Context: an optimization exercise on an open-source flow, tuned for small area and a short achievable clock period. The choices shown serve that exercise and are no tape-out recipe. RTL that was checked went through simulation tests only; none was proved equivalent to the original. For runs 1 and 2, only the layout was checked, not whether the RTL still works. Power is estimated from default activity; no workload was simulated.

===== flow/design.v =====
module datapathB_behavioral
  #(parameter WLx = 8, parameter WLc = 8)
  ( input signed [WLx-1:0] x,
    input signed [WLc-1:0] a, b, c,
    input CLK,
    output signed [(WLx+WLc+WLc)+1:0] outR
  );
  reg [7:0] x1, c1, c2; reg [8:0] w1;
  reg [11:0] ex2;
  reg [15:0] yA1, yB1, y2;
  reg [5:0] zlo3; reg [16:0] zA3, zB3; reg cyk3, clo3; reg [2:0] wh3; reg [22:0] z4;
  wire [11:0] ex0 = {x[7], ((x[7] & ~x[6] & ~x[5]) | (~x[7] & x[6] & x[5])), (x[6] ^ x[5]), x[5], ((x[5] & ~x[4] & ~x[3]) | (~x[5] & x[4] & x[3])), (x[4] ^ x[3]), x[3], ((x[3] & ~x[2] & ~x[1]) | (~x[3] & x[2] & x[1])), (x[2] ^ x[1]), x[1], (x[1] & ~x[0]), x[0]};
  wire [11:0] ex1 = {x1[7], ((x1[7] & ~x1[6] & ~x1[5]) | (~x1[7] & x1[6] & x1[5])), (x1[6] ^ x1[5]), x1[5], ((x1[5] & ~x1[4] & ~x1[3]) | (~x1[5] & x1[4] & x1[3])), (x1[4] ^ x1[3]), x1[3], ((x1[3] & ~x1[2] & ~x1[1]) | (~x1[3] & x1[2] & x1[1])), (x1[2] ^ x1[1]), x1[1], (x1[1] & ~x1[0]), x1[0]};
  wire n_1;
  wire n_2;
  wire n_3;
  wire n_4;
  wire n_5;
  wire n_6;
  wire n_7;
  wire n_8;
  wire n_9;
  wire n_10;
  wire n_11;
  wire n_12;
  wire n_13;
  wire n_14;
  wire n_15;
  wire n_16;
  wire n_17;
  wire n_18;
  wire n_19;
  wire n_20;
  wire n_21;
  wire n_22;
  wire n_23;
  wire n_24;
  wire n_25;
  wire n_26;
  wire n_27;
  wire n_28;
  wire n_29;
  wire n_30;
  wire n_31;
  wire n_32;
  wire n_33;
  wire n_34;
  wire n_35;
  wire n_36;
  wire n_37;
  wire n_38;
  wire n_39;
  wire n_40;
  wire n_41;
  wire n_42;
  wire n_43;
  wire n_44;
  wire n_45;
  wire n_46;
  wire n_47;
  wire n_48;
  wire n_49;
  wire n_50;
  wire n_51;
  wire n_52;
  wire n_53;
  wire n_54;
  wire n_55;
  wire n_56;
  wire n_57;
  wire n_58;
  wire n_59;
  wire n_60;
  wire n_61;
  wire n_62;
  wire n_63;
  wire n_64;
  wire n_65;
  wire n_66;
  wire n_67;
  wire n_68;
  wire n_69;
  wire n_70;
  wire n_71;
  wire n_72;
  wire n_73;
  wire n_74;
  wire n_75;
  wire n_76;
  wire n_77;
  wire n_78;
  wire n_79;
  wire n_80;
  wire n_81;
  wire n_82;
  wire n_83;
  wire n_84;
  wire n_85;
  wire n_86;
  wire n_87;
  wire n_88;
  wire n_89;
  wire n_90;
  wire n_91;
  wire n_92;
  wire n_93;
  wire n_94;
  wire n_95;
  wire n_96;
  wire n_97;
  wire n_98;
  wire n_99;
  wire n_100;
  wire n_101;
  wire n_102;
  wire n_103;
  wire n_104;
  wire n_105;
  wire n_106;
  wire n_107;
  wire n_108;
  wire n_109;
  wire n_110;
  wire n_111;
  wire n_112;
  wire n_113;
  wire n_114;
  wire n_115;
  wire n_116;
  wire n_117;
  wire n_118;
  wire n_119;
  wire n_120;
  wire n_121;
  wire n_122;
  wire n_123;
  wire n_124;
  wire n_125;
  wire n_126;
  wire n_127;
  wire n_128;
  wire n_129;
  wire n_130;
  wire n_131;
  wire n_132;
  wire n_133;
  wire n_134;
  wire n_135;
  wire n_136;
  wire n_137;
  wire n_138;
  wire n_139;
  wire n_140;
  wire n_141;
  wire n_142;
  wire n_143;
  wire n_144;
  wire n_145;
  wire n_146;
  wire n_147;
  wire n_148;
  wire n_149;
  wire n_150;
  wire n_151;
  wire n_152;
  wire n_153;
  wire n_154;
  wire n_155;
  wire n_156;
  wire n_157;
  wire n_158;
  wire n_159;
  wire n_160;
  wire n_161;
  wire n_162;
  wire n_163;
  wire n_164;
  wire n_165;
  wire n_166;
  wire n_167;
  wire n_168;
  wire n_169;
  wire n_170;
  wire n_171;
  wire n_172;
  wire n_173;
  wire n_174;
  wire n_175;
  wire n_176;
  wire n_177;
  wire n_178;
  wire n_179;
  wire n_180;
  wire n_181;
  wire n_182;
  wire n_183;
  wire n_184;
  wire n_185;
  wire n_186;
  wire n_187;
  wire n_188;
  wire n_189;
  wire n_190;
  wire n_191;
  wire n_192;
  assign n_1 = ((a[0] & ex0[0]) ^ ex0[2]);
  assign n_2 = (((a[1] & ex0[0]) | (a[0] & ex0[1])) ^ ex0[2]);
  assign n_3 = (((a[2] & ex0[0]) | (a[1] & ex0[1])) ^ ex0[2]);
  assign n_4 = (((a[3] & ex0[0]) | (a[2] & ex0[1])) ^ ex0[2]);
  assign n_5 = (((a[4] & ex0[0]) | (a[3] & ex0[1])) ^ ex0[2]);
  assign n_6 = (((a[5] & ex0[0]) | (a[4] & ex0[1])) ^ ex0[2]);
  assign n_7 = (((a[6] & ex0[0]) | (a[5] & ex0[1])) ^ ex0[2]);
  assign n_8 = (((a[7] & ex0[0]) | (a[6] & ex0[1])) ^ ex0[2]);
  assign n_9 = ~((((a[7] & ex0[0]) | (a[7] & ex0[1])) ^ ex0[2]));
  assign n_10 = ((a[0] & ex0[3]) ^ ex0[5]);
  assign n_11 = (((a[1] & ex0[3]) | (a[0] & ex0[4])) ^ ex0[5]);
  assign n_12 = (((a[2] & ex0[3]) | (a[1] & ex0[4])) ^ ex0[5]);
  assign n_13 = (((a[3] & ex0[3]) | (a[2] & ex0[4])) ^ ex0[5]);
  assign n_14 = (((a[4] & ex0[3]) | (a[3] & ex0[4])) ^ ex0[5]);
  assign n_15 = (((a[5] & ex0[3]) | (a[4] & ex0[4])) ^ ex0[5]);
  assign n_16 = (((a[6] & ex0[3]) | (a[5] & ex0[4])) ^ ex0[5]);
  assign n_17 = (((a[7] & ex0[3]) | (a[6] & ex0[4])) ^ ex0[5]);
  assign n_18 = ~((((a[7] & ex0[3]) | (a[7] & ex0[4])) ^ ex0[5]));
  assign n_19 = ((a[0] & ex0[6]) ^ ex0[8]);
  assign n_20 = (((a[1] & ex0[6]) | (a[0] & ex0[7])) ^ ex0[8]);
  assign n_21 = (((a[2] & ex0[6]) | (a[1] & ex0[7])) ^ ex0[8]);
  assign n_22 = (((a[3] & ex0[6]) | (a[2] & ex0[7])) ^ ex0[8]);
  assign n_23 = (((a[4] & ex0[6]) | (a[3] & ex0[7])) ^ ex0[8]);
  assign n_24 = (((a[5] & ex0[6]) | (a[4] & ex0[7])) ^ ex0[8]);
  assign n_25 = (((a[6] & ex0[6]) | (a[5] & ex0[7])) ^ ex0[8]);
  assign n_26 = (((a[7] & ex0[6]) | (a[6] & ex0[7])) ^ ex0[8]);
  assign n_27 = ~((((a[7] & ex0[6]) | (a[7] & ex0[7])) ^ ex0[8]));
  assign n_28 = ((a[0] & ex0[9]) ^ ex0[11]);
  assign n_29 = (((a[1] & ex0[9]) | (a[0] & ex0[10])) ^ ex0[11]);
  assign n_30 = (((a[2] & ex0[9]) | (a[1] & ex0[10])) ^ ex0[11]);
  assign n_31 = (((a[3] & ex0[9]) | (a[2] & ex0[10])) ^ ex0[11]);
  assign n_32 = (((a[4] & ex0[9]) | (a[3] & ex0[10])) ^ ex0[11]);
  assign n_33 = (((a[5] & ex0[9]) | (a[4] & ex0[10])) ^ ex0[11]);
  assign n_34 = (((a[6] & ex0[9]) | (a[5] & ex0[10])) ^ ex0[11]);
  assign n_35 = (((a[7] & ex0[9]) | (a[6] & ex0[10])) ^ ex0[11]);
  assign n_36 = ~((((a[7] & ex0[9]) | (a[7] & ex0[10])) ^ ex0[11]));
  assign n_37 = n_7 ^ n_14;
  assign n_38 = n_7 & n_14;
  assign n_39 = n_8 ^ n_15 ^ n_22;
  assign n_40 = (n_8 & n_15) | (n_8 & n_22) | (n_15 & n_22);
  assign n_41 = n_9 ^ n_16 ^ n_23;
  assign n_42 = (n_9 & n_16) | (n_9 & n_23) | (n_16 & n_23);
  assign n_43 = n_17 ^ n_24;
  assign n_44 = n_17 & n_24;
  assign n_45 = n_18 ^ n_25;
  assign n_46 = n_18 & n_25;
  assign n_47 = n_5 ^ n_12;
  assign n_48 = n_5 & n_12;
  assign n_49 = n_6 ^ n_13 ^ n_20;
  assign n_50 = (n_6 & n_13) | (n_6 & n_20) | (n_13 & n_20);
  assign n_51 = n_21 ^ n_28 ^ n_37;
  assign n_52 = (n_21 & n_28) | (n_21 & n_37) | (n_28 & n_37);
  assign n_53 = n_29 ^ n_39 ^ n_38;
  assign n_54 = (n_29 & n_39) | (n_29 & n_38) | (n_39 & n_38);
  assign n_55 = n_30 ^ n_41 ^ n_40;
  assign n_56 = (n_30 & n_41) | (n_30 & n_40) | (n_41 & n_40);
  assign n_57 = n_31 ^ n_43 ^ n_42;
  assign n_58 = (n_31 & n_43) | (n_31 & n_42) | (n_43 & n_42);
  assign n_59 = n_32 ^ n_45 ^ n_44;
  assign n_60 = (n_32 & n_45) | (n_32 & n_44) | (n_45 & n_44);
  assign n_61 = n_26 ^ n_33 ^ n_46;
  assign n_62 = (n_26 & n_33) | (n_26 & n_46) | (n_33 & n_46);
  assign n_63 = n_27 ^ n_34;
  assign n_64 = n_27 & n_34;
  assign n_65 = ((y2[0] & ex2[0]) ^ ex2[2]);
  assign n_66 = (((y2[1] & ex2[0]) | (y2[0] & ex2[1])) ^ ex2[2]);
  assign n_67 = (((y2[2] & ex2[0]) | (y2[1] & ex2[1])) ^ ex2[2]);
  assign n_68 = (((y2[3] & ex2[0]) | (y2[2] & ex2[1])) ^ ex2[2]);
  assign n_69 = (((y2[4] & ex2[0]) | (y2[3] & ex2[1])) ^ ex2[2]);
  assign n_70 = (((y2[5] & ex2[0]) | (y2[4] & ex2[1])) ^ ex2[2]);
  assign n_71 = (((y2[6] & ex2[0]) | (y2[5] & ex2[1])) ^ ex2[2]);
  assign n_72 = (((y2[7] & ex2[0]) | (y2[6] & ex2[1])) ^ ex2[2]);
  assign n_73 = (((y2[8] & ex2[0]) | (y2[7] & ex2[1])) ^ ex2[2]);
  assign n_74 = (((y2[9] & ex2[0]) | (y2[8] & ex2[1])) ^ ex2[2]);
  assign n_75 = (((y2[10] & ex2[0]) | (y2[9] & ex2[1])) ^ ex2[2]);
  assign n_76 = (((y2[11] & ex2[0]) | (y2[10] & ex2[1])) ^ ex2[2]);
  assign n_77 = (((y2[12] & ex2[0]) | (y2[11] & ex2[1])) ^ ex2[2]);
  assign n_78 = (((y2[13] & ex2[0]) | (y2[12] & ex2[1])) ^ ex2[2]);
  assign n_79 = (((y2[14] & ex2[0]) | (y2[13] & ex2[1])) ^ ex2[2]);
  assign n_80 = (((y2[15] & ex2[0]) | (y2[14] & ex2[1])) ^ ex2[2]);
  assign n_81 = ~((((y2[15] & ex2[0]) | (y2[15] & ex2[1])) ^ ex2[2]));
  assign n_82 = ((y2[0] & ex2[3]) ^ ex2[5]);
  assign n_83 = (((y2[1] & ex2[3]) | (y2[0] & ex2[4])) ^ ex2[5]);
  assign n_84 = (((y2[2] & ex2[3]) | (y2[1] & ex2[4])) ^ ex2[5]);
  assign n_85 = (((y2[3] & ex2[3]) | (y2[2] & ex2[4])) ^ ex2[5]);
  assign n_86 = (((y2[4] & ex2[3]) | (y2[3] & ex2[4])) ^ ex2[5]);
  assign n_87 = (((y2[5] & ex2[3]) | (y2[4] & ex2[4])) ^ ex2[5]);
  assign n_88 = (((y2[6] & ex2[3]) | (y2[5] & ex2[4])) ^ ex2[5]);
  assign n_89 = (((y2[7] & ex2[3]) | (y2[6] & ex2[4])) ^ ex2[5]);
  assign n_90 = (((y2[8] & ex2[3]) | (y2[7] & ex2[4])) ^ ex2[5]);
  assign n_91 = (((y2[9] & ex2[3]) | (y2[8] & ex2[4])) ^ ex2[5]);
  assign n_92 = (((y2[10] & ex2[3]) | (y2[9] & ex2[4])) ^ ex2[5]);
  assign n_93 = (((y2[11] & ex2[3]) | (y2[10] & ex2[4])) ^ ex2[5]);
  assign n_94 = (((y2[12] & ex2[3]) | (y2[11] & ex2[4])) ^ ex2[5]);
  assign n_95 = (((y2[13] & ex2[3]) | (y2[12] & ex2[4])) ^ ex2[5]);
  assign n_96 = (((y2[14] & ex2[3]) | (y2[13] & ex2[4])) ^ ex2[5]);
  assign n_97 = (((y2[15] & ex2[3]) | (y2[14] & ex2[4])) ^ ex2[5]);
  assign n_98 = ~((((y2[15] & ex2[3]) | (y2[15] & ex2[4])) ^ ex2[5]));
  assign n_99 = ((y2[0] & ex2[6]) ^ ex2[8]);
  assign n_100 = (((y2[1] & ex2[6]) | (y2[0] & ex2[7])) ^ ex2[8]);
  assign n_101 = (((y2[2] & ex2[6]) | (y2[1] & ex2[7])) ^ ex2[8]);
  assign n_102 = (((y2[3] & ex2[6]) | (y2[2] & ex2[7])) ^ ex2[8]);
  assign n_103 = (((y2[4] & ex2[6]) | (y2[3] & ex2[7])) ^ ex2[8]);
  assign n_104 = (((y2[5] & ex2[6]) | (y2[4] & ex2[7])) ^ ex2[8]);
  assign n_105 = (((y2[6] & ex2[6]) | (y2[5] & ex2[7])) ^ ex2[8]);
  assign n_106 = (((y2[7] & ex2[6]) | (y2[6] & ex2[7])) ^ ex2[8]);
  assign n_107 = (((y2[8] & ex2[6]) | (y2[7] & ex2[7])) ^ ex2[8]);
  assign n_108 = (((y2[9] & ex2[6]) | (y2[8] & ex2[7])) ^ ex2[8]);
  assign n_109 = (((y2[10] & ex2[6]) | (y2[9] & ex2[7])) ^ ex2[8]);
  assign n_110 = (((y2[11] & ex2[6]) | (y2[10] & ex2[7])) ^ ex2[8]);
  assign n_111 = (((y2[12] & ex2[6]) | (y2[11] & ex2[7])) ^ ex2[8]);
  assign n_112 = (((y2[13] & ex2[6]) | (y2[12] & ex2[7])) ^ ex2[8]);
  assign n_113 = (((y2[14] & ex2[6]) | (y2[13] & ex2[7])) ^ ex2[8]);
  assign n_114 = (((y2[15] & ex2[6]) | (y2[14] & ex2[7])) ^ ex2[8]);
  assign n_115 = ~((((y2[15] & ex2[6]) | (y2[15] & ex2[7])) ^ ex2[8]));
  assign n_116 = ((y2[0] & ex2[9]) ^ ex2[11]);
  assign n_117 = (((y2[1] & ex2[9]) | (y2[0] & ex2[10])) ^ ex2[11]);
  assign n_118 = (((y2[2] & ex2[9]) | (y2[1] & ex2[10])) ^ ex2[11]);
  assign n_119 = (((y2[3] & ex2[9]) | (y2[2] & ex2[10])) ^ ex2[11]);
  assign n_120 = (((y2[4] & ex2[9]) | (y2[3] & ex2[10])) ^ ex2[11]);
  assign n_121 = (((y2[5] & ex2[9]) | (y2[4] & ex2[10])) ^ ex2[11]);
  assign n_122 = (((y2[6] & ex2[9]) | (y2[5] & ex2[10])) ^ ex2[11]);
  assign n_123 = (((y2[7] & ex2[9]) | (y2[6] & ex2[10])) ^ ex2[11]);
  assign n_124 = (((y2[8] & ex2[9]) | (y2[7] & ex2[10])) ^ ex2[11]);
  assign n_125 = (((y2[9] & ex2[9]) | (y2[8] & ex2[10])) ^ ex2[11]);
  assign n_126 = (((y2[10] & ex2[9]) | (y2[9] & ex2[10])) ^ ex2[11]);
  assign n_127 = (((y2[11] & ex2[9]) | (y2[10] & ex2[10])) ^ ex2[11]);
  assign n_128 = (((y2[12] & ex2[9]) | (y2[11] & ex2[10])) ^ ex2[11]);
  assign n_129 = (((y2[13] & ex2[9]) | (y2[12] & ex2[10])) ^ ex2[11]);
  assign n_130 = (((y2[14] & ex2[9]) | (y2[13] & ex2[10])) ^ ex2[11]);
  assign n_131 = (((y2[15] & ex2[9]) | (y2[14] & ex2[10])) ^ ex2[11]);
  assign n_132 = ~((((y2[15] & ex2[9]) | (y2[15] & ex2[10])) ^ ex2[11]));
  assign n_133 = n_71 ^ n_86;
  assign n_134 = n_71 & n_86;
  assign n_135 = n_72 ^ n_87 ^ n_102;
  assign n_136 = (n_72 & n_87) | (n_72 & n_102) | (n_87 & n_102);
  assign n_137 = n_73 ^ n_88 ^ n_103;
  assign n_138 = (n_73 & n_88) | (n_73 & n_103) | (n_88 & n_103);
  assign n_139 = n_74 ^ n_89 ^ n_104;
  assign n_140 = (n_74 & n_89) | (n_74 & n_104) | (n_89 & n_104);
  assign n_141 = n_75 ^ n_90 ^ n_105;
  assign n_142 = (n_75 & n_90) | (n_75 & n_105) | (n_90 & n_105);
  assign n_143 = n_76 ^ n_91 ^ n_106;
  assign n_144 = (n_76 & n_91) | (n_76 & n_106) | (n_91 & n_106);
  assign n_145 = n_77 ^ n_92 ^ n_107;
  assign n_146 = (n_77 & n_92) | (n_77 & n_107) | (n_92 & n_107);
  assign n_147 = n_78 ^ n_93 ^ n_108;
  assign n_148 = (n_78 & n_93) | (n_78 & n_108) | (n_93 & n_108);
  assign n_149 = n_79 ^ n_94 ^ n_109;
  assign n_150 = (n_79 & n_94) | (n_79 & n_109) | (n_94 & n_109);
  assign n_151 = n_80 ^ n_95 ^ n_110;
  assign n_152 = (n_80 & n_95) | (n_80 & n_110) | (n_95 & n_110);
  assign n_153 = n_81 ^ n_96 ^ n_111;
  assign n_154 = (n_81 & n_96) | (n_81 & n_111) | (n_96 & n_111);
  assign n_155 = n_97 ^ n_112;
  assign n_156 = n_97 & n_112;
  assign n_157 = n_98 ^ n_113;
  assign n_158 = n_98 & n_113;
  assign n_159 = n_69 ^ n_84;
  assign n_160 = n_69 & n_84;
  assign n_161 = n_70 ^ n_85 ^ n_100;
  assign n_162 = (n_70 & n_85) | (n_70 & n_100) | (n_85 & n_100);
  assign n_163 = n_101 ^ n_116 ^ n_133;
  assign n_164 = (n_101 & n_116) | (n_101 & n_133) | (n_116 & n_133);
  assign n_165 = n_117 ^ n_135 ^ n_134;
  assign n_166 = (n_117 & n_135) | (n_117 & n_134) | (n_135 & n_134);
  assign n_167 = n_118 ^ n_137 ^ n_136;
  assign n_168 = (n_118 & n_137) | (n_118 & n_136) | (n_137 & n_136);
  assign n_169 = n_119 ^ n_139 ^ n_138;
  assign n_170 = (n_119 & n_139) | (n_119 & n_138) | (n_139 & n_138);
  assign n_171 = n_120 ^ n_141 ^ n_140;
  assign n_172 = (n_120 & n_141) | (n_120 & n_140) | (n_141 & n_140);
  assign n_173 = n_121 ^ n_143 ^ n_142;
  assign n_174 = (n_121 & n_143) | (n_121 & n_142) | (n_143 & n_142);
  assign n_175 = n_122 ^ n_145 ^ n_144;
  assign n_176 = (n_122 & n_145) | (n_122 & n_144) | (n_145 & n_144);
  assign n_177 = n_123 ^ n_147 ^ n_146;
  assign n_178 = (n_123 & n_147) | (n_123 & n_146) | (n_147 & n_146);
  assign n_179 = n_124 ^ n_149 ^ n_148;
  assign n_180 = (n_124 & n_149) | (n_124 & n_148) | (n_149 & n_148);
  assign n_181 = n_125 ^ n_151 ^ n_150;
  assign n_182 = (n_125 & n_151) | (n_125 & n_150) | (n_151 & n_150);
  assign n_183 = n_126 ^ n_153 ^ n_152;
  assign n_184 = (n_126 & n_153) | (n_126 & n_152) | (n_153 & n_152);
  assign n_185 = n_127 ^ n_155 ^ n_154;
  assign n_186 = (n_127 & n_155) | (n_127 & n_154) | (n_155 & n_154);
  assign n_187 = n_128 ^ n_157 ^ n_156;
  assign n_188 = (n_128 & n_157) | (n_128 & n_156) | (n_157 & n_156);
  assign n_189 = n_114 ^ n_129 ^ n_158;
  assign n_190 = (n_114 & n_129) | (n_114 & n_158) | (n_129 & n_158);
  assign n_191 = n_115 ^ n_130;
  assign n_192 = n_115 & n_130;
  wire [15:0] yA = {1'b0, n_36, n_35, n_63, n_61, n_59, n_57, n_55, n_53, n_51, n_49, n_19, n_4, n_3, n_2, n_1};
  wire [15:0] yB = {1'b0, 1'b0, n_64, n_62, n_60, n_58, n_56, n_54, n_52, n_50, n_48, n_47, n_11, n_10, 1'b0, 1'b0};
  wire [22:0] zA = {n_132, n_131, n_191, n_189, n_187, n_185, n_183, n_181, n_179, n_177, n_175, n_173, n_171, n_169, n_167, n_165, n_163, n_161, n_99, n_68, n_67, n_66, n_65};
  wire [22:0] zB = {1'b0, n_192, n_190, n_188, n_186, n_184, n_182, n_180, n_178, n_176, n_174, n_172, n_170, n_168, n_166, n_164, n_162, n_160, n_159, n_83, n_82, 1'b0, 1'b0};
  wire [8:0] w0 = {b[7], b} + {2'b00, {ex0[11], 1'b0, ex0[8], 1'b0, ex0[5], 1'b0, ex0[2]}};
  wire [8:0] w2 = {c2[7], c2} + {2'b00, {ex2[11], 1'b0, ex2[8], 1'b0, ex2[5], 1'b0, ex2[2]}};
  wire [15:0] W1 = {{7{w1[8]}}, w1} + 16'd43776;
  wire [15:0] s1s = yA1 ^ yB1 ^ W1;
  wire [15:0] s1c = (yA1 & yB1) | (yA1 & W1) | (yB1 & W1);
  wire [5:0] Wl = w2[5:0];
  wire [5:0] ls = zA[5:0] ^ zB[5:0] ^ Wl;
  wire [5:0] lc = (zA[5:0] & zB[5:0]) | (zA[5:0] & Wl) | (zB[5:0] & Wl);
  wire [6:0] lo = ls + {lc[4:0], 1'b0};
  wire [22:0] W2f = {{14{wh3[2]}}, wh3, 6'd0} + 23'd2818048;
  wire [16:0] Wh = W2f[22:6];
  wire [16:0] hs = zA3 ^ zB3 ^ Wh;
  wire [16:0] hc = (zA3 & zB3) | (zA3 & Wh) | (zB3 & Wh);
  wire [17:0] hsum = {hs, 1'b1} + {hc[15:0], cyk3, clo3};
  always @(posedge CLK) begin
    x1 <= x; w1 <= w0; c1 <= c; yA1 <= yA; yB1 <= yB;
    ex2 <= ex1; c2 <= c1; y2 <= s1s + {s1c[14:0], 1'b0};
    zlo3 <= lo[5:0]; clo3 <= lo[6]; cyk3 <= lc[5]; wh3 <= w2[8:6]; zA3 <= zA[22:6]; zB3 <= zB[22:6];
    z4 <= {hsum[17:1], zlo3};
  end
  assign outR = {{3{z4[22]}}, z4};
endmodule

===== flow/flow/run.sh =====
#!/bin/bash
# Standard ORFS layout (standard.sh), except that every port gets a buf_2 as its port
# buffer instead of the delay buffer that buffer_ports picks by default.
set -euo pipefail
export BUFFER_PORTS_ARGS="-buffer_cell sky130_fd_sc_hd__buf_2"
bash standard.sh > standard_flow.log 2>&1

===== flow/standard.sh =====
#!/bin/bash
# synth_recipe.tcl (not shown) runs the flow's synth.tcl, then flattens the netlist and writes it again
# the make line also repeats each setting of config.mk as NAME=value (left out here)
make -C /OpenROAD-flow-scripts/flow DESIGN_CONFIG=/design/flow/config.mk WORK_HOME=/design/flow/orfs CLKGATE_MAP_FILE= SYNTH_SCRIPT=/design/flow/synth_recipe.tcl "${@:-finish}"

===== flow/config.mk =====
export PLATFORM = sky130hd
export DESIGN_NAME = datapathB_behavioral
export DESIGN_NICKNAME = datapathB_behavioral
export VERILOG_FILES = /design/flow/design.v
export SDC_FILE = /design/flow/constraint.sdc
export NUM_CORES = 4
export LEC_CHECK = 0
export CAP_MARGIN = 20
export CORE_MARGIN = 2
export CORE_UTILIZATION = 40
export CTS_BUF_LIST = sky130_fd_sc_hd__clkbuf_8
export CTS_CLUSTER_SIZE = 40
export SETUP_SLACK_MARGIN = 3.3
export SLEW_MARGIN = 20

===== flow/constraint.sdc =====
create_clock -name core_clock -period 6.0 [get_ports {CLK}]
set_input_delay 1.2000 -clock core_clock [delete_from_list [all_inputs] [get_ports {CLK}]]
set_output_delay 1.2000 -clock core_clock [all_outputs]
set_load 0.01 [all_outputs]

==> results of run 1 <==
[area by class of cell]
| type | count | area [sq um] | share of cell area |
|---|---|---|---|
| inverter | 82 | 312 | 0.0298 |
| timing repair buffer | 68 | 432 | 0.0413 |
| sequential | 155 | 3120 | 0.299 |
| clock inverter | 15 | 174 | 0.0166 |
| clock buffer | 17 | 234 | 0.0224 |
| multi-input combinational | 688 | 5770 | 0.553 |
| tap | 319 | 399 | 0.0382 |
[flip-flops by register name (all words and copies together) (netlist names)]
name,flops
yB1,12
c2,8
zlo3,6
wh3,3
c1,8
z4,23
w1,9
zB3,16
cyk3,1
y2,16
ex2,12
zA3,17
yA1,15
x1,8
clo3,1
[logic make-up (layout without fill, tap and decap cells)]
logic type / count (synthesis) / in the layout
AO/OA/AOI/OAI: 249 / 249
XOR/XNOR: 122 / 122
adder cells (fa/ha/maj): 139 / 139
buffers and inverters: 154 / 182
flip-flops: 155 / 155
multiplexers: 1 / 1
AND/OR/NAND/NOR: 177 / 177
[repair_timing]
action / in CTS / in global routing
gates resized for setup: 17 / 19
endpoints found under the hold margin: 0 / 0
pin swaps: 0 / 4
buffers inserted: 4 / 5
setup endpoints to repair: 18 / 10
gates cloned: 0 / 1
[cells in the mapped netlist, types with 5 or more instances]
library cell / n / share of area
clkbuf_2: 11 / 0.0058
o211ai_1: 5 / 0.0040
or3_1: 5 / 0.0033
inv_1: 82 / 0.033
ha_1: 69 / 0.092
nand3_1: 15 / 0.0080
buf_1: 8 / 0.0032
xor2_1: 60 / 0.056
dfxtp_1: 155 / 0.33
o22ai_1: 12 / 0.0080
xnor2_1: 62 / 0.058
a21o_1: 8 / 0.0064
a31oi_1: 13 / 0.0086
nand2b_1: 8 / 0.0053
a21oi_1: 55 / 0.029
clkbuf_1: 45 / 0.018
nor2_1: 34 / 0.014
fa_1: 59 / 0.13
a221oi_1: 7 / 0.0065
nand2_1: 65 / 0.026
nor3_1: 7 / 0.0037
a211oi_1: 5 / 0.0040
a22oi_1: 62 / 0.049
o21a_1: 7 / 0.0056
nor2b_1: 18 / 0.012
o21ai_0: 48 / 0.025
maj3_1: 11 / 0.012
[routing by layer]
layer / vias up / wire, um
met5: - / 0
met4: 0 / 270
met3: 21 / 695
met2: 130 / 8570
met1: 3167 / 8750
li1: 3434 / -
[report_power, final]
group / switching (uW) / internal [uW]
Sequential: 258 / 1450
Clock: 430 / 352
Combinational: 1910 / 1660
[worst max path at each step]
stage,startpoint,to,slack (ns),cells after the start
floorplan,x[3],yA1[7],3.01,8
global placement,x[3],yA1[7],2.37,9
detailed placement,x[3],yA1[7],2.28,9
CTS,ex2[2],clo3,3.27,11
global route,ex2[0],clo3,3.27,10
finish,x[3],yA1[9],3.39,8
[through the flow]
stage               hold WS [ns]  instances  instance area, sq um  setup WS (ns)  power (uW)
detailed placement         0.312       1302                  9830           2.28        5210
global placement           0.311       1302                  9830           2.37        5150
floorplan                  0.310        997                  9550           3.01        4500
finish                     0.332       1344                 10400           3.39        6060
CTS                        0.335       1338                 10300           3.27        6020
global route               0.336       1344                 10400           3.27        6740
[cell usage in the layout, fill, tap and decap left out, drive strengths merged, types with 11 or more instances in the layout]
cell	synthesis	final
a21oi	55	55
a22oi	62	62
a31oi	13	13
buf	14	65
clkbuf	56	20
dfxtp	155	155
fa	59	59
ha	69	69
inv	82	90
maj3	11	11
nand2	65	65
nand3	15	15
nor2	34	34
nor2b	18	18
o21ai	48	48
o22ai	12	12
xnor2	62	62
xor2	60	60
==> out/qor.csv, run 1 <==
metric,value,unit
ys_ff_latch,155,
synth-edff-count,0,
place_congestion,0.825,
grt_max_degree,39,
synth_area,0.00944,sq mm
critPathMaxFanout,19,
synth.yosys.seq_area_share,0.329,
grt_pass1_wl,31000,um
hp-class,flip-flop to flip-flop,
hpwlAfterDp,13600,um
vias,6752,
synthArstFlopShare,0,
rsz0062_at_grt,true,
initialDrtViolationCount,385,
die_h,158,um
min_period,2.61,ns
postRouteAntennaNets,0,
met1_usage,0.203,
worst_hold_startpoint,zlo3[3],
reg2reg_setup_slack,3.40,ns
synth_compound_area_frac,0.172,
cpPeakStageDelay,0.42,ns
hold_depth,0,
use_met3,0.0287,
crit_family,adder cells,
grt_util_met2,0.256,
row_count,56,
synth_top_family_by_area,adder cells,
wl,18300,um
worstSetupPathType,input port to flip-flop,
crit_required,6.34,ns
dieArea,0.0248,sq mm
die_x,158,um
ys_warn_count,1,
synth_mux_area_frac,0.00106,
viasPerCell,5.02,
clock_latency,0.46,ns
relSlewSlack,0.314,
antennaDiodeCount,0,
synth_xor_area_frac,0.113,
cp_data_arrival_time,2.95,ns
finalMaxSlewViolations,0,
firstDrtPassIters,5,
layout.nets,1173,
cellLeakagePower,0.00448,uW
cap_violations,0,
synth_fp_nets,1158,
ys.flop_type,dfxtp_1,
skew,0.0114,ns
irDropWorstVdd,0.224,mV
busiest_layer,met2,
status,no timing/DRC/antenna violations,
fill_cells,2259,
track_usage,0.155,
root_buffer,clkbuf_8,
ioPinCount,59,
synth-adder-area-share,0.228,
crit_buf_inv,3,
start_kind,input port,
synthSimpleGateAreaFrac,0.0910,
grt_antenna_before_repair,0,
syn2layout_area_growth,10.7,%
worstMarginPinSlew,1.03,ns
cts_made_buffers,17,
wl_per_cell,13.6,um
end_kind,flip-flop,
clock_sinks,155,
crit_chain,buf_16 > clkinvlp_4 > buf_4 > or3_1 > o21ai_0 > a21oi_1 > ha_2 > fa_1,
ctsHtreeMaxLevel,4,
ctsHoldBuffers,0,
drive_gt1_frac,0.125,
fin_crit_sh,0.435,
timing.rr.end,clo3,
ys_types,58,
fmax,383,MHz
synthCells,997,
r2r_cells,8,
cts_tree,built,
setup_tns,0,ns
core,0.0233,sq mm
clk_pin_slew,0.09,ns
grt_pass1_vias,6499,
overflow,0,
numPortBuffers,58,
fin_util,0.448,
r2r-start,ex2[8],
power.density,580,mW/mm^2
start_util,0.404,
finalHoldViolations,0,
drc,0,
synth_area_per_cell,9.46,sq um
crit_slowest_cell,fa_1,
final-setup-viol-count,0,
min_to,z4[3],
clockBufferDepth,2,
==> run 2: changes to the inputs <==
--- a/flow/config.mk
+++ b/flow/config.mk
@@ -7,2 +7,3 @@
 export LEC_CHECK = 0
+export ABC_AREA = 1
 export CAP_MARGIN = 20
==> out/qor.csv, run 2 <==
metric,value,unit,change
p_seq_frac,0.262,,-0.020
grt_pass1_wl,28600,um,-7.7%
synthTopCellsByArea,"dfxtp_1, fa_1, xor2_1",,
critPathMaxFanout,7,,-12
finalMaxSlewViolations,0,,unchanged
hp-class,flip-flop to flip-flop,,
netSwitchingFraction,0.449,,+0.0199
rsz0062_at_grt,false,,
layout.nets,1233,,+5.1%
reg2reg_setup_slack,3.45,ns,+0.05 ns
final_cell_mix,"inv_1, dfxtp_1, nand2_1",,
synth_area,0.00899,sq mm,-4.7%
final_common_cell,inv_1,,
initialDrtViolationCount,376,,-2.3%
ioPinCount,59,,unchanged
root_buffer,clkbuf_8,,
clockBufferDepth,2,,unchanged
end_kind,flip-flop,,
p_clk_frac,0.137,,+0.008
ctsHoldBuffers,0,,unchanged
hpwlAfterDp,13600,um,+0.22%
regMostFlops,z4,,
r2r_cells,12,,+4
relSlewSlack,0.328,,+0.0139
fin_crit_sh,0.444,,+0.00837
internal_power,3360,uW,-3.0%
finalHoldViolations,0,,unchanged
die_h,154,um,-2.3%
postRouteAntennaNets,0,,unchanged
cts_tree,built,,
drc,0,,unchanged
min_period,2.66,ns,+0.0502 ns
vias,6481,,-4.0%
die_x,154,um,-2.3%
worstMarginPinSlew,1.01,ns,-0.0208 ns
fmax,376,MHz,-1.9%
skew,0.00767,ns,-0.00376 ns
synth_largest_area_cell,dfxtp_1,,
ys_types,32,,-45%
irDropWorstVdd,0.191,mV,-15%
power.density,599,mW/mm^2,+3.2%
worstSetupPathType,input port to flip-flop,,
syn2layout_area_growth,13.3,%,
overflow,0,,unchanged
final_cell_count_no_fill,1365,,+1.6%
place_congestion,0.877,,+6.3%
min_to,c2[4],,
dp.cells,1317,,+1.2%
hold_depth,0,,unchanged
grt_max_degree,19,,-51%
p_sw,2730,uW,+5.2%
numPortBuffers,58,,unchanged
track_usage,0.151,,-0.00393
synth.most_common_cell,inv_1,,
start_kind,input port,,
final-setup-viol-count,0,,unchanged
wl_per_cell,12.7,um,-6.6%
synthArstFlopShare,0,,unchanged
status,no timing/DRC/antenna violations,,
crit_required,6.35,ns,about the same
core,0.0220,sq mm,-5.9%
fin_util,0.464,,+0.0158
synth-edff-count,0,,unchanged
drive_gt1_frac,0.135,,+0.00968
cap_violations,0,,unchanged
r2r-start,ex2[5],,
ys_ff_latch,155,,unchanged
reg_top3,"z4 x23, zA3 x17",,
cp_data_arrival_time,3.01,ns,+0.06 ns
setup_tns,0,ns,unchanged
ys.flop_type,dfxtp_1,,
viasPerCell,4.75,,-5.5%
synth.yosys.seq_area_share,0.345,,+0.0163
clk_pin_slew,0.08,ns,about the same
ctsHtreeMaxLevel,4,,unchanged
firstDrtPassIters,4,,-1
synthCells,1001,,+0.40%
dieArea,0.0237,sq mm,-4.6%
cts_made_buffers,17,,unchanged
antennaDiodeCount,0,,unchanged
largest_register_ffs,23,,unchanged
synth_commonest_cells,"inv_1, dfxtp_1, nand2_1",,
synth_area_per_cell,8.98,sq um,-5.1%
ys_warn_count,1,,unchanged
clock_sinks,155,,unchanged
start_util,0.409,,+0.00496
grt_pass1_vias,6250,,-3.8%
synth_top_area_frac,0.345,,+0.0163
row_count,54,,-3.6%
clock_latency,0.46,ns,about the same
timing.rr.end,clo3,,
worst_hold_startpoint,c1[4],,
pwr-share-comb,0.600,,+0.011
wl,17300,um,-5.2%
cellLeakagePower,0.00510,uW,+14%
synth_fp_nets,1162,,+0.35%
grt_antenna_before_repair,0,,unchanged
run 2: how the worst max path moves through the flow:
stage | cells past startpoint | slack (ns) | endpoint | startpoint
floorplan | 7 | 3.06 | yA1[7] | x[2]
global placement | 9 | 2.76 | yA1[7] | x[1]
detailed placement | 9 | 2.74 | yA1[7] | x[1]
CTS | 11 | 3.28 | zlo3[5] | ex2[3]
global route | 9 | 3.30 | yA1[7] | x[2]
finish | 9 | 3.34 | yA1[7] | x[2]
run 2: kinds of logic (layout without fill, tap and decap cells):
| kind of cell | after synthesis | after routing | synth area share |
|---|---|---|---|
| AND/OR/NAND/NOR | 244 | 244 | 0.113 |
| adder cells (fa/ha/maj) | 128 | 128 | 0.227 |
| XOR/XNOR | 126 | 126 | 0.123 |
| flip-flops | 155 | 155 | 0.345 |
| buffers and inverters | 193 | 277 | 0.0874 |
| AO/OA/AOI/OAI | 152 | 152 | 0.100 |
| multiplexers | 3 | 3 | 0.00376 |
run 2: through the flow:
stage / cell area (sq um) / worst slack (ns) / hold slack [ns] / power, uW
finish: 10200 / 3.34 / 0.327 / 6090
floorplan: 9020 / 3.06 / 0.310 / 4470
CTS: 9970 / 3.28 / 0.328 / 6160
global route: 10200 / 3.30 / 0.327 / 6840
detailed placement: 9520 / 2.74 / 0.312 / 5300
global placement: 9520 / 2.76 / 0.310 / 5230
run 2: layout make-up:
class                           count  area (sq um)
Fill cell                        2114         11800
Multi-Input combinational cell    653          5180
Sequential cell                   155          3110
Inverter                          171           671
Timing Repair Buffer               74           434
Tap cell                          280           350
Clock buffer                       18           248
Clock inverter                     14           179
run 2: critical path, stage by stage:
cell and delay, ns:
buf_2 0.12, or2_4 0.27, nand2_4 0.08, nand2_4 0.08, o22ai_2 0.11, xor2_1 0.11
fa_1 0.56, inv_2 0.04, fa_1 0.43
run 2: power groups by stage:
stage	logic, uW	clock network, uW	registers (uW)
3_5_place_dp	3670	0	1630
2_1_floorplan	2840	0	1640
6_report	3660	838	1600
3_3_place_gp	3610	0	1620
4_1_cts	3680	867	1610
5_1_grt	4300	905	1640
run 2: per-layer routing:
metal / global-route usage / share of wire / up-vias / wire [um]
met5: 0 / 0 / - / 0
met4: 0.0556 / 0.018 / 0 / 313
met3: 0.0333 / 0.035 / 19 / 607
met2: 0.268 / 0.49 / 137 / 8460
met1: 0.179 / 0.46 / 2976 / 7950
li1: - / - / 3349 / -
run 2: what timing repair did:
item / in CTS / in global routing
pin swaps: 0 / 12
buffers inserted: 2 / 14
resized for setup: 5 / 27
endpoints found under the setup margin: 6 / 4
==> run 3: changes to the inputs <==
--- a/flow/design.v
+++ b/flow/design.v
@@ -10,3 +10,3 @@
   reg [15:0] yA1, yB1, y2;
-  reg [5:0] zlo3; reg [16:0] zA3, zB3; reg cyk3, clo3; reg [2:0] wh3; reg [22:0] z4;
+  reg [6:0] zlo3; reg [15:0] zA3, zB3; reg cyk3, clo3; reg [1:0] wh3; reg [22:0] z4;
   wire [11:0] ex0 = {x[7], ((x[7] & ~x[6] & ~x[5]) | (~x[7] & x[6] & x[5])), (x[6] ^ x[5]), x[5], ((x[5] & ~x[4] & ~x[3]) | (~x[5] & x[4] & x[3])), (x[4] ^ x[3]), x[3], ((x[3] & ~x[2] & ~x[1]) | (~x[3] & x[2] & x[1])), (x[2] ^ x[1]), x[1], (x[1] & ~x[0]), x[0]};
@@ -406,11 +406,11 @@
   wire [15:0] s1c = (yA1 & yB1) | (yA1 & W1) | (yB1 & W1);
-  wire [5:0] Wl = w2[5:0];
-  wire [5:0] ls = zA[5:0] ^ zB[5:0] ^ Wl;
-  wire [5:0] lc = (zA[5:0] & zB[5:0]) | (zA[5:0] & Wl) | (zB[5:0] & Wl);
-  wire [6:0] lo = ls + {lc[4:0], 1'b0};
-  wire [22:0] W2f = {{14{wh3[2]}}, wh3, 6'd0} + 23'd2818048;
-  wire [16:0] Wh = W2f[22:6];
-  wire [16:0] hs = zA3 ^ zB3 ^ Wh;
-  wire [16:0] hc = (zA3 & zB3) | (zA3 & Wh) | (zB3 & Wh);
-  wire [17:0] hsum = {hs, 1'b1} + {hc[15:0], cyk3, clo3};
+  wire [6:0] Wl = w2[6:0];
+  wire [6:0] ls = zA[6:0] ^ zB[6:0] ^ Wl;
+  wire [6:0] lc = (zA[6:0] & zB[6:0]) | (zA[6:0] & Wl) | (zB[6:0] & Wl);
+  wire [7:0] lo = ls + {lc[5:0], 1'b0};
+  wire [22:0] W2f = {{14{wh3[1]}}, wh3, 7'd0} + 23'd2818048;
+  wire [15:0] Wh = W2f[22:7];
+  wire [15:0] hs = zA3 ^ zB3 ^ Wh;
+  wire [15:0] hc = (zA3 & zB3) | (zA3 & Wh) | (zB3 & Wh);
+  wire [16:0] hsum = {hs, 1'b1} + {hc[14:0], cyk3, clo3};
   always @(posedge CLK) begin
@@ -418,4 +418,4 @@
     ex2 <= ex1; c2 <= c1; y2 <= s1s + {s1c[14:0], 1'b0};
-    zlo3 <= lo[5:0]; clo3 <= lo[6]; cyk3 <= lc[5]; wh3 <= w2[8:6]; zA3 <= zA[22:6]; zB3 <= zB[22:6];
-    z4 <= {hsum[17:1], zlo3};
+    zlo3 <= lo[6:0]; clo3 <= lo[7]; cyk3 <= lc[6]; wh3 <= w2[8:7]; zA3 <= zA[22:7]; zB3 <= zB[22:7];
+    z4 <= {hsum[16:1], zlo3};
   end
==> out/qor.csv, run 3 <==
metric,value,unit,change
viasPerCell,4.67,,-1.6%
row_count,55,,+1.9%
synthSimpleGateAreaFrac,0.153,,+0.0397
antennaDiodeCount,0,,unchanged
wl_per_cell,12.3,um,-3.0%
place_congestion,0.901,,+2.7%
clk_pin_slew,0.08,ns,about the same
numPortBuffers,58,,unchanged
postLayoutCellArea,0.0105,sq mm,+2.8%
crit_chain,clkinvlp_4 > o22ai_4 > xor2_2 > fa_1 > inv_1 > fa_1 > ha_4 > a21o_1 > inv_1 > nand2_1 > xor2_1,,
power.density,587,mW/mm^2,-2.0%
finalHoldViolations,0,,unchanged
skew,0.0112,ns,+0.00356 ns
synth-adder-area-share,0.221,,-0.00634
synth.yosys.seq_area_share,0.331,,-0.0140
drive_gt1_frac,0.134,,-0.000730
final-setup-viol-count,0,,unchanged
clock_latency,0.46,ns,about the same
end_kind,flip-flop,,
ctsHtreeMaxLevel,4,,unchanged
start_kind,flip-flop,,
root_buffer,clkbuf_8,,
reg_top3,"z4 x23, y2 x16, zA3 x16",,
synth_compound_area_frac,0.0821,,-0.0181
start_util,0.408,,-0.000945
final_cell_mix,"nand2_1, inv_1, dfxtp_1",,
synth_fp_nets,1282,,+10%
synth_top_area_frac,0.331,,-0.0140
track_usage,0.162,,+0.0110
synth_mux_area_frac,0.00365,,-0.000105
synth_top_family_by_area,adder cells,,
fin_crit_sh,0.450,,+0.00671
syn2layout_area_growth,13.2,%,about the same
synthArstFlopShare,0,,unchanged
worstMarginPinSlew,0.579,ns,-0.429 ns
vias,6954,,+7.3%
crit_family,adder cells,,
synth_area_per_cell,8.25,sq um,-8.1%
synth-edff-count,0,,unchanged
core,0.0226,sq mm,+3.1%
ioPinCount,59,,unchanged
clock_sinks,153,,-1.3%
grt_pass1_wl,31300,um,+9.1%
synthTopCellsByArea,"dfxtp_1, fa_1, nand2_1",,
cts_made_buffers,17,,unchanged
worstSetupPathType,flip-flop to flip-flop,,
cp_data_arrival_time,3.06,ns,+0.05 ns
finalMaxSlewViolations,0,,unchanged
drc,0,,unchanged
hp-class,flip-flop to flip-flop,,
irDropWorstVdd,0.178,mV,-7.0%
status,no timing/DRC/antenna violations,,
critPathMaxFanout,4,,-3
clockBufferDepth,2,,unchanged
min_period,2.70,ns,+0.0403 ns
crit_slowest_cell,fa_1,,
grt_pass1_vias,6869,,+9.9%
layout.nets,1351,,+9.6%
synth_largest_area_cell,dfxtp_1,,
grt_antenna_before_repair,0,,unchanged
largest_register_ffs,23,,unchanged
cts_tree,built,,
regMostFlops,z4,,
wl,18300,um,+5.7%
ys_ff_latch,153,,-1.3%
final_common_cell,nand2_1,,
grt_max_degree,19,,unchanged
hpwlAfterDp,14600,um,+7.4%
dieArea,0.0243,sq mm,+2.8%
cap_violations,0,,unchanged
firstDrtPassIters,5,,+1
postRouteAntennaNets,0,,unchanged
cpPeakStageDelay,0.55,ns,about the same
die_x,156,um,+1.4%
crit_buf_inv,3,,+1
setup_tns,0,ns,unchanged
placed_cell_area,0.00981,sq mm,+3.0%
relSlewSlack,0.614,,+0.287
synth.most_common_cell,nand2_1,,
synth_commonest_cells,"nand2_1, inv_1, dfxtp_1",,
fmax,370,MHz,-1.5%
overflow,0,,unchanged
synthCells,1121,,+12%
rsz0062_at_grt,true,,
crit_required,6.35,ns,about the same
synth_xor_area_frac,0.100,,-0.0224
ys_types,29,,-9.4%
synth_area,0.00925,sq mm,+2.9%
ys_warn_count,1,,unchanged
ys.flop_type,dfxtp_1,,
initialDrtViolationCount,333,,-11%
cellLeakagePower,0.00549,uW,+7.6%
whs,0.326,ns,-0.000474 ns
die_h,156,um,+1.4%
-- run 3: cell types whose count changed after synthesis, moves of 4 or more --
cell,before,now
nand2_1,151,264
inv_1,169,224
xor2_1,121,97
o21ai_0,16,6
a21oi_1,37,30
nor2_1,39,34
xnor2_1,5,9
-- run 3: metrics by stage --
| stage | instances | utilization | total power [uW] | setup slack [ns] |
|---|---|---|---|---|
| 6_report | 1488 | 0.462 | 6140 | 3.30 |
| 5_1_grt | 1488 | 0.462 | 6940 | 3.21 |
| 4_1_cts | 1487 | 0.458 | 6180 | 3.27 |
| 3_5_place_dp | 1441 | 0.433 | 5330 | 2.70 |
| 3_3_place_gp | 1441 | 0.433 | 5270 | 2.75 |
| 2_1_floorplan | 1121 | - | 4510 | 3.13 |
-- run 3: cell type report --
| cell class | instances | area [sq um] |
|---|---|---|
| Tap cell | 285 | 357 |
| Inverter | 228 | 902 |
| Sequential cell | 153 | 3090 |
| Clock inverter | 15 | 155 |
| Multi-Input combinational cell | 717 | 5310 |
| Timing Repair Buffer | 73 | 418 |
| Clock buffer | 17 | 234 |
| Fill cell | 2250 | 12200 |
-- run 3: logic make-up (layout without fill, tap and decap cells) --
kind of cell | Yosys count | count (layout)
AO/OA/AOI/OAI | 128 | 128
XOR/XNOR | 106 | 106
adder cells (fa/ha/maj) | 128 | 128
buffers and inverters | 251 | 333
flip-flops | 153 | 153
multiplexers | 3 | 3
AND/OR/NAND/NOR | 352 | 352
-- run 3: timing repair --
action	4_1_cts	5_1_grt
buffers inserted	14	1
hold buffers	0	0
pin swaps	1	10
gates resized for setup	19	32
endpoints found under the hold margin	0	0
endpoints found under the setup margin	7	9
cloned	0	0
-- run 3: final timing paths --
path         startpoint      end  slack, ns  cells past startpoint
max reg2reg      ex2[0]  zlo3[6]       3.30                     11
min reg2reg     zlo3[6]    z4[6]       0.33                      0
max              ex2[0]  zlo3[6]       3.30                     11
min             zlo3[6]    z4[6]       0.33                      0
-- run 3: worst register-to-register path, cell delays in order (launching register included) --
cell and delay, ns:
dfxtp_4 0.37, clkinvlp_4 0.14, o22ai_4 0.22, xor2_2 0.12, fa_1 0.50, inv_1 0.05, fa_1 0.55, ha_4 0.23
a21o_1 0.16, inv_1 0.06, nand2_1 0.06, xor2_1 0.13
-- run 3: routing by layer --
layer | wire [um] | track usage | vias to the layer above | share of wire
li1 | - | - | 3631 | -
met1 | 8210 | 0.187 | 3159 | 0.45
met2 | 8980 | 0.290 | 121 | 0.49
met3 | 566 | 0.0308 | 43 | 0.031
met4 | 582 | 0.0738 | 0 | 0.032
met5 | 0 | 0 | - | 0
-- run 3: power breakdown --
part,internal [uW],switching [uW],leakage [uW]
clock,343,419,0.000198
sequential,1430,135,0.00129
combinational,1530,2280,0.00400
total,3300,2840,0.00549
==> run 4: changes to the inputs <==
--- a/flow/config.mk
+++ b/flow/config.mk
@@ -7,3 +7,2 @@
 export LEC_CHECK = 0
-export ABC_AREA = 1
 export CAP_MARGIN = 20
==> out/qor.csv, run 4 <==
metric,value,unit,change
status,no timing/DRC/antenna violations,,
reg_top3,"z4 x23, y2 x16, zA3 x16",,
die_h,156,um,+0.22%
synthTopCellsByArea,"dfxtp_1, fa_1, ha_1",,
cp_data_arrival_time,3.03,ns,-0.03 ns
synth_commonest_cells,"dfxtp_1, inv_1, ha_1",,
grt_antenna_before_repair,0,,unchanged
finalHoldViolations,0,,unchanged
track_usage,0.154,,-0.00746
synth_largest_area_cell,dfxtp_1,,
synth_area_per_cell,9.59,sq um,+16%
firstDrtPassIters,5,,unchanged
final-setup-viol-count,0,,unchanged
power.density,577,mW/mm^2,-1.7%
fin_crit_sh,0.438,,-0.0127
whs,0.328,ns,+0.00233 ns
start_util,0.409,,+0.000636
layout.nets,1145,,-15%
synth_top_area_frac,0.330,,-0.00152
p_clk_frac,0.141,,+0.017
ys_types,59,,+100%
internal_power,3440,uW,+4.0%
cap_violations,0,,unchanged
drive_gt1_frac,0.134,,+0.000571
initialDrtViolationCount,315,,-5.4%
ioPinCount,59,,unchanged
clk_pin_slew,0.08,ns,about the same
ys.flop_type,dfxtp_1,,
ys_ff_latch,153,,unchanged
wl_per_cell,13.7,um,+12%
fmax,381,MHz,+2.9%
vias,6569,,-5.5%
grt_pass1_wl,30700,um,-1.7%
p_seq_frac,0.285,,+0.030
antennaDiodeCount,0,,unchanged
skew,0.0117,ns,+0.000526 ns
cts_tree,built,,
worstMarginPinSlew,0.635,ns,+0.0565 ns
ctsHtreeMaxLevel,4,,unchanged
worstSetupPathType,input port to flip-flop,,
fin_util,0.453,,-0.00955
largest_register_ffs,23,,unchanged
min_period,2.63,ns,-0.0764 ns
synth_area,0.00929,sq mm,+0.46%
critPathMaxFanout,38,,+34
pwr-share-comb,0.574,,-0.047
clock_latency,0.45,ns,about the same
end_kind,flip-flop,,
numPortBuffers,58,,unchanged
final_common_cell,dfxtp_1,,
viasPerCell,5.12,,+9.6%
relSlewSlack,0.575,,-0.0392
root_buffer,clkbuf_8,,
ys_warn_count,1,,unchanged
hp-class,flip-flop to flip-flop,,
setup_tns,0,ns,unchanged
core,0.0227,sq mm,+0.30%
irDropWorstVdd,0.220,mV,+24%
clock_sinks,153,,unchanged
clockBufferDepth,2,,unchanged
place_congestion,0.837,,-7.1%
cellLeakagePower,0.00442,uW,-20%
drc,0,,unchanged
r2r_cells,9,,-2
syn2layout_area_growth,10.7,%,
synth_fp_nets,1130,,-12%
die_x,156,um,+0.22%
synthArstFlopShare,0,,unchanged
overflow,0,,unchanged
ctsHoldBuffers,0,,unchanged
dieArea,0.0245,sq mm,+0.45%
wl,17600,um,-3.9%
finalMaxSlewViolations,0,,unchanged
hpwlAfterDp,13200,um,-9.2%
grt_pass1_vias,6436,,-6.3%
crit_required,6.40,ns,+0.05 ns
grt_max_degree,39,,+20
cts_made_buffers,17,,unchanged
row_count,55,,unchanged
start_kind,input port,,
p_sw,2490,uW,-12%
regMostFlops,z4,,
synthCells,969,,-14%
synth.most_common_cell,dfxtp_1,,
rsz0062_at_grt,true,,
postRouteAntennaNets,0,,unchanged
synth.yosys.seq_area_share,0.330,,-0.00152
hold_depth,0,,unchanged
synth-edff-count,0,,unchanged
final_cell_mix,"dfxtp_1, inv_1, ha_1",,
netSwitchingFraction,0.420,,-0.0415
run 4: cells by family after synthesis:
family          synth area share
compound gates             0.173
xor+xnor                   0.118
fa+ha+maj                  0.232
buf+inv                   0.0668
flops                      0.330
mux                      0.00108
simple gates              0.0795
run 4: cell type report:
type | instances | area, sq um
multi-input cells | 663 | 5670
fillers | 2195 | 12400
clock buffers | 17 | 234
clock inverters | 15 | 200
well taps | 285 | 357
inverters | 83 | 315
flip-flops and latches | 153 | 3100
repair buffers | 66 | 400
run 4: what timing repair did:
item	in CTS	in global routing
resized for setup	17	28
setup buffers	4	2
endpoints found under the setup margin	14	6
run 4: through the flow:
step	power [uW]	area (sq um)	setup slack, ns	std cells
floorplan	4430	9400	3.07	969
global placement	5070	9670	2.41	1244
detailed placement	5110	9670	2.38	1244
CTS	5970	10200	3.30	1280
global route	6620	10300	3.25	1282
finish	5930	10300	3.37	1282
run 4: power by group through the flow:
stage                     clock [uW]  sequential, uW  combinational, uW
after floorplan                    0            1600               2820
after global placement             0            1710               3360
after detailed placement           0            1710               3400
after CTS                        862            1690               3430
after global routing             911            1740               3970
final                            837            1690               3400
run 4: critical path, stage by stage:
cell	delay, ns
buf_16	0.15
xor2_2	0.19
and2_4	0.15
a22oi_1	0.14
o21ai_1	0.11
fa_1	0.49
inv_1	0.05
fa_2	0.51
run 4: metal layers:
metal	part of all wire	vias to the layer above	wire length, um	global-route usage
li1	-	3322	-	-
met1	0.47	3070	8210	0.202
met2	0.47	152	8310	0.253
met3	0.040	25	702	0.0271
met4	0.022	0	396	0.0625
met5	0	-	0	0
run 4: path summary, 6_finish.rpt:
check,slack (ns),start,to
min,0.33,c1[2],c2[2]
max,3.37,x[3],yA1[7]
min reg2reg,0.33,c1[2],c2[2]
max reg2reg,3.39,ex2[0],clo3
==> run 5: changes to the inputs <==
--- a/flow/config.mk
+++ b/flow/config.mk
@@ -9,6 +9,6 @@
 export CORE_MARGIN = 2
-export CORE_UTILIZATION = 40
+export CORE_UTILIZATION = 55
 export CTS_BUF_LIST = sky130_fd_sc_hd__clkbuf_8
 export CTS_CLUSTER_SIZE = 40
-export SETUP_SLACK_MARGIN = 3.3
+export SETUP_SLACK_MARGIN = 3.45
 export SLEW_MARGIN = 20
==> out/qor.csv, run 5 <==
metric,value,unit,change
layout.nets,1154,,+0.79%
postRouteAntennaNets,0,,unchanged
synth_largest_area_cell,dfxtp_1,,
synth_area_per_cell,9.59,sq um,unchanged
cpPeakStageDelay,0.52,ns,about the same
rsz0062_at_grt,true,,
place_congestion,0.933,,+11%
cts_tree,built,,
hpwlAfterDp,13700,um,+3.3%
ys_warn_count,1,,unchanged
final_cell_mix,"dfxtp_1, inv_1, xor2_1",,
ys_types,59,,unchanged
vias,6648,,+1.2%
core,0.0165,sq mm,-27%
clock_sinks,153,,unchanged
setup_slack,3.44,ns,+0.0676 ns
synth-edff-count,0,,unchanged
ctsHtreeMaxLevel,4,,unchanged
grt_pass1_vias,6445,,+0.14%
grt_antenna_before_repair,0,,unchanged
regMostFlops,z4,,
largest_register_ffs,23,,unchanged
row_count,47,,-15%
synthCells,969,,unchanged
whs,0.332,ns,+0.00347 ns
ioPinCount,59,,unchanged
fmax,391,MHz,+2.6%
dieArea,0.0179,sq mm,-27%
ys.flop_type,dfxtp_1,,
crit_slowest_cell,fa_2,,
cp_data_arrival_time,2.94,ns,-0.09 ns
min_period,2.56,ns,-0.0676 ns
irDropWorstVdd,0.275,mV,+25%
synth_fp_nets,1130,,unchanged
crit_required,6.38,ns,-0.02 ns
drive_gt1_frac,0.177,,+0.0425
p_total,6090,uW,+2.7%
overflow,0,,unchanged
final-setup-viol-count,0,,unchanged
synth_area,0.00929,sq mm,unchanged
cts_made_buffers,17,,unchanged
wl,18300,um,+4.1%
setup_tns,0,ns,unchanged
clock_latency,0.44,ns,about the same
finalMaxSlewViolations,0,,unchanged
critPathMaxFanout,8,,-79%
synth_top_area_frac,0.330,,unchanged
antennaDiodeCount,0,,unchanged
grt_pass1_wl,30400,um,-0.99%
clk_pin_slew,0.08,ns,about the same
root_buffer,clkbuf_8,,
viasPerCell,5.42,,+5.8%
final_common_cell,dfxtp_1,,
fin_crit_sh,0.426,,-0.0113
relSlewSlack,0.542,,-0.0328
ys_ff_latch,153,,unchanged
startpoint,x[3],,
track_usage,0.209,,+0.0542
skew,0.0187,ns,+0.00695 ns
worstSetupPathType,input port to flip-flop,,
crit_chain,buf_16 > xor2_2 > and2_4 > a22oi_2 > o21ai_1 > fa_1 > inv_2 > fa_2,,
power.density,577,mW/mm^2,+0.12%
synth.most_common_cell,dfxtp_1,,
worstMarginPinSlew,0.684,ns,+0.0490 ns
synth.yosys.seq_area_share,0.330,,unchanged
cellLeakagePower,0.00453,uW,+2.5%
syn2layout_area_growth,13.6,%,
place_ws,2.37,ns,-0.00679 ns
end_kind,flip-flop,,
initialDrtViolationCount,298,,-5.4%
start_kind,input port,,
r2r-start,ex2[5],,
crit_buf_inv,2,,unchanged
synthArstFlopShare,0,,unchanged
firstDrtPassIters,5,,unchanged
die_h,134,um,-14%
wl_per_cell,15.0,um,+8.8%
finalHoldViolations,0,,unchanged
crit_family,adder cells,,
die_x,134,um,-14%
drc,0,,unchanged
hp-class,flip-flop to flip-flop,,
synth_commonest_cells,"dfxtp_1, inv_1, ha_1",,
reg_top3,"z4 x23, y2 x16, zA3 x16",,
cap_violations,0,,unchanged
status,no timing/DRC/antenna violations,,
fin_util,0.638,,+0.186
numPortBuffers,58,,unchanged
clockBufferDepth,2,,unchanged
start_util,0.562,,+0.153
synthTopCellsByArea,"dfxtp_1, fa_1, ha_1",,
grt_max_degree,36,,-7.7%
worst_hold_startpoint,zlo3[6],,
ctsHoldBuffers,0,,unchanged
## run 5: cell counts after synthesis
Identical to the previous run, type by type.
## run 5: timing repair
item / in CTS / in global routing
setup endpoints to repair: 23 / 16
gates cloned: 1 / 1
gates resized for setup: 46 / 55
pin swaps: 2 / 11
setup buffers: 4 / 9
## run 5: power breakdown
part	switching, uW	total [uW]	internal (uW)
logic	1960	3620	1650
registers	251	1690	1440
clock network	390	782	392
## run 5: cell families (layout without fill, tap and decap cells)
logic type	count (synthesis)	after routing	share of synthesized area
flops	153	153	0.330
compound gates	243	243	0.173
buf+inv	153	190	0.0668
fa+ha+maj	139	139	0.232
xor+xnor	125	125	0.118
mux	1	1	0.00108
simple gates	155	155	0.0795
## run 5: per-stage QoR
step | instances | cell area, sq um
floorplan | 969 | 9500
CTS | 1216 | 10200
detailed placement | 1179 | 9620
global route | 1226 | 10500
global placement | 1179 | 9620
finish | 1226 | 10500
## run 5: cell type report
cell class	count	area (sq um)
clock buffer	18	248
sequential	153	3110
tap	220	275
multi-input combinational	663	5870
fill	1386	5980
clock inverter	14	163
timing repair buffer	75	568
inverter	83	312
## run 5: per-layer routing
layer | global-route usage | vias to the layer above | wire [um]
li1 | - | 3341 | -
met1 | 0.241 | 3127 | 7760
met2 | 0.393 | 159 | 9730
met3 | 0.0302 | 21 | 620
met4 | 0.0697 | 0 | 223
met5 | 0 | - | 0
## run 5: path summary, 6_finish.rpt
kind / cells past startpoint / slack [ns] / end
max: 8 / 3.44 / yA1[7]
min: 0 / 0.33 / z4[6]
max reg2reg: 11 / 3.47 / clo3
min reg2reg: 0 / 0.33 / z4[6]
==> run 6: changes to the inputs <==
==> flow/flow/run.sh (replaced) <==
#!/bin/bash
# Standard ORFS layout (standard.sh), except that every port gets a buf_1 as its port
# buffer instead of the delay buffer that buffer_ports picks by default.
set -euo pipefail
export BUFFER_PORTS_ARGS="-buffer_cell sky130_fd_sc_hd__buf_1"
bash standard.sh > standard_flow.log 2>&1
--- a/flow/config.mk
+++ b/flow/config.mk
@@ -9,6 +9,7 @@
 export CORE_MARGIN = 2
-export CORE_UTILIZATION = 55
+export CORE_UTILIZATION = 40
 export CTS_BUF_LIST = sky130_fd_sc_hd__clkbuf_8
-export CTS_CLUSTER_SIZE = 40
-export SETUP_SLACK_MARGIN = 3.45
+export CTS_CLUSTER_DIAMETER = 200
+export CTS_CLUSTER_SIZE = 80
+export SETUP_SLACK_MARGIN = 3.3
 export SLEW_MARGIN = 20
==> out/qor.csv, run 6 <==
metric,value,unit,change
status,no timing/DRC/antenna violations,,
cellLeakagePower,0.00440,uW,-2.8%
relSlewSlack,0.542,,about the same
reg_top3,"z4 x23, y2 x16, zA3 x16",,
hp-class,flip-flop to flip-flop,,
crit_slowest_cell,fa_1,,
synthArstFlopShare,0,,unchanged
cap_violations,0,,unchanged
finalMaxSlewViolations,0,,unchanged
layout.nets,1158,,+0.35%
ctsHoldBuffers,0,,unchanged
synthCells,969,,unchanged
rsz0062_at_grt,false,,
grt_pass1_vias,6286,,-2.5%
ys.flop_type,dfxtp_1,,
ys_warn_count,1,,unchanged
end_kind,flip-flop,,
grt_pass1_wl,30500,um,+0.16%
hold_depth,0,,unchanged
synth.most_common_cell,dfxtp_1,,
wl,18200,um,-0.66%
ctsHtreeMaxLevel,4,,unchanged
cp_data_arrival_time,3.05,ns,+0.11 ns
root_buffer,clkbuf_8,,
synthTopCellsByArea,"dfxtp_1, fa_1, ha_1",,
min_to,z4[3],,
wl_per_cell,14.1,um,-6.0%
reg2reg_setup_slack,3.42,ns,-0.05 ns
core,0.0227,sq mm,+37%
crit_family,adder cells,,
fmax,377,MHz,-3.5%
cts_tree,built,,
finalHoldViolations,0,,unchanged
clockBufferDepth,2,,unchanged
viasPerCell,5.03,,-7.2%
regMostFlops,z4,,
start_kind,input port,,
whs,0.330,ns,-0.00228 ns
setup_tns,0,ns,unchanged
clk_pin_slew,0.07,ns,about the same
synth-edff-count,0,,unchanged
skew,0.0158,ns,-0.00287 ns
drive_gt1_frac,0.114,,-0.0631
ioPinCount,59,,unchanged
setup_slack,3.35,ns,-0.0932 ns
final_common_cell,dfxtp_1,,
synth.yosys.seq_area_share,0.330,,unchanged
final_cell_count_no_fill,1295,,+5.6%
postRouteAntennaNets,0,,unchanged
min_period,2.65,ns,+0.0932 ns
ys_types,59,,unchanged
cts_made_buffers,17,,unchanged
worstMarginPinSlew,0.687,ns,+0.00313 ns
worst_hold_startpoint,zlo3[3],,
clock_latency,0.46,ns,+0.02 ns
dieArea,0.0245,sq mm,+36%
synth_fp_nets,1130,,unchanged
overflow,0,,unchanged
numPortBuffers,58,,unchanged
antennaDiodeCount,0,,unchanged
vias,6520,,-1.9%
synth_top_area_frac,0.330,,unchanged
start_util,0.409,,-0.153
final_cell_mix,"dfxtp_1, inv_1, ha_1",,
timing.rr.end,clo3,,
hpwlAfterDp,13300,um,-3.0%
dp.cells,1247,,+5.8%
syn2layout_area_growth,12.5,%,
place_congestion,0.821,,-12%
die_x,156,um,+17%
final-setup-viol-count,0,,unchanged
grt_antenna_before_repair,0,,unchanged
grt_max_degree,36,,unchanged
crit_chain,buf_6 > buf_12 > xor2_2 > and2_4 > a22oi_2 > o21ai_2 > fa_1 > inv_2 > fa_2,,
row_count,55,,+17%
firstDrtPassIters,6,,+1
worstSetupPathType,input port to flip-flop,,
drc,0,,unchanged
fin_crit_sh,0.442,,+0.0155
r2r-start,ex2[1],,
synth_area,0.00929,sq mm,unchanged
die_h,156,um,+17%
clock_sinks,153,,unchanged
r2r_cells,8,,-3
irDropWorstVdd,0.228,mV,-17%
cpPeakStageDelay,0.52,ns,about the same
synth_commonest_cells,"dfxtp_1, inv_1, ha_1",,
ys_ff_latch,153,,unchanged
crit_required,6.40,ns,+0.02 ns
synth_area_per_cell,9.59,sq um,unchanged
initialDrtViolationCount,326,,+9.4%
synth_largest_area_cell,dfxtp_1,,
crit_buf_inv,3,,+1
place_ws,2.54,ns,+0.171 ns
track_usage,0.155,,-0.0538
critPathMaxFanout,8,,unchanged
power.density,571,mW/mm^2,-1.2%
largest_register_ffs,23,,unchanged
==> run 6: cell counts after synthesis <==
No cell type changed its count.
==> run 6: final cells by class <==
type / instances / area, sq um
sequential: 153 / 3110
clock inverter: 14 / 195
timing repair buffer: 79 / 524
multi-input combinational: 663 / 5710
clock buffer: 18 / 248
inverter: 83 / 315
fill: 2177 / 12300
tap: 285 / 357
==> run 6: how the worst max path moves through the flow <==
stage	to	slack (ns)	cells after the start	start
floorplan	yA1[8]	3.07	8	x[5]
global placement	yA1[7]	2.57	10	x[3]
detailed placement	yA1[7]	2.54	10	x[3]
CTS	clo3	3.29	10	ex2[8]
global route	yA1[8]	3.29	11	x[3]
finish	yA1[7]	3.35	9	x[4]
==> run 6: per-layer routing <==
metal | track usage | share of wire | vias up
met1 | 0.197 | 0.47 | 3000
met4 | 0.0760 | 0.017 | 0
met5 | 0 | 0 | -
met2 | 0.256 | 0.48 | 145
met3 | 0.0246 | 0.039 | 19
li1 | - | - | 3356
==> run 6: repair_timing <==
item | 4_1_cts | 5_1_grt
pin swaps | 0 | 6
buffers inserted | 7 | 6
gates resized for setup | 26 | 55
cloned | 1 | 2
endpoints found under the setup margin | 11 | 14
==> run 6: cells by family (layout without fill, tap and decap cells) <==
logic type | after synthesis | in the layout | share of synthesized area
buffers and inverters | 153 | 194 | 0.0668
muxes | 1 | 1 | 0.00108
DFF | 153 | 153 | 0.330
AOI/OAI and AO/OA | 243 | 243 | 0.173
xor gates and xnor gates | 125 | 125 | 0.118
adders and majority gates | 139 | 139 | 0.232
and+or+nand+nor | 155 | 155 | 0.0795
==> run 6: where the power goes <==
group	leakage [uW]	internal, uW	switching [uW]	total (uW)
clock network	0.000217	466	381	847
registers	0.00129	1440	257	1700
logic	0.00289	1540	1880	3420
==> run 6: worst reg2reg max path, cell delays in order, from the launching register on <==
cell,delay (ns)
dfxtp_4,0.45
a22oi_2,0.11
xnor2_1,0.14
ha_1,0.33
fa_1,0.49
fa_1,0.50
ha_1,0.32
o21ai_1,0.09
nand2b_1,0.06
==> run 6: per-stage QoR <==
step | util | power, uW | area [sq um]
final | 0.460 | 5970 | 10500
after global routing | 0.460 | 6620 | 10500
after CTS | 0.449 | 5990 | 10200
after detailed placement | 0.424 | 5110 | 9620
after global placement | 0.424 | 5040 | 9620
after floorplan | - | 4430 | 9400

==> static timing again, ports no longer ideal <==
In the flow no input, the clock included, has a driving cell. The finished layouts below were timed again as built, in two steps. Step 1: set_driving_cell puts a clkbuf_16 on CLK and a buf_2 on each other input, an assumption about the parent block. Step 2 also shifts input and output timing later by t, the mid clock arrival at the registers, as if the neighbouring blocks saw the same clock. Slacks: no drivers / after step 1 / after step 2; pairs: no drivers / after step 1.
run | shift t [ns] | slack for setup (ns)
run 1 | 0.494 | 3.389 / 3.283 / 2.789
run 2 | 0.495 | 3.338 / 3.337 / 2.842
run 3 | 0.494 | 3.298 / 3.298 / 2.897
run 4 | 0.483 | 3.375 / 3.333 / 2.850
run 5 | 0.469 | 3.442 / 3.370 / 2.901
run 6 | 0.490 | 3.349 / 3.357 / 2.867
After both steps setup and hold are still met in every run listed.
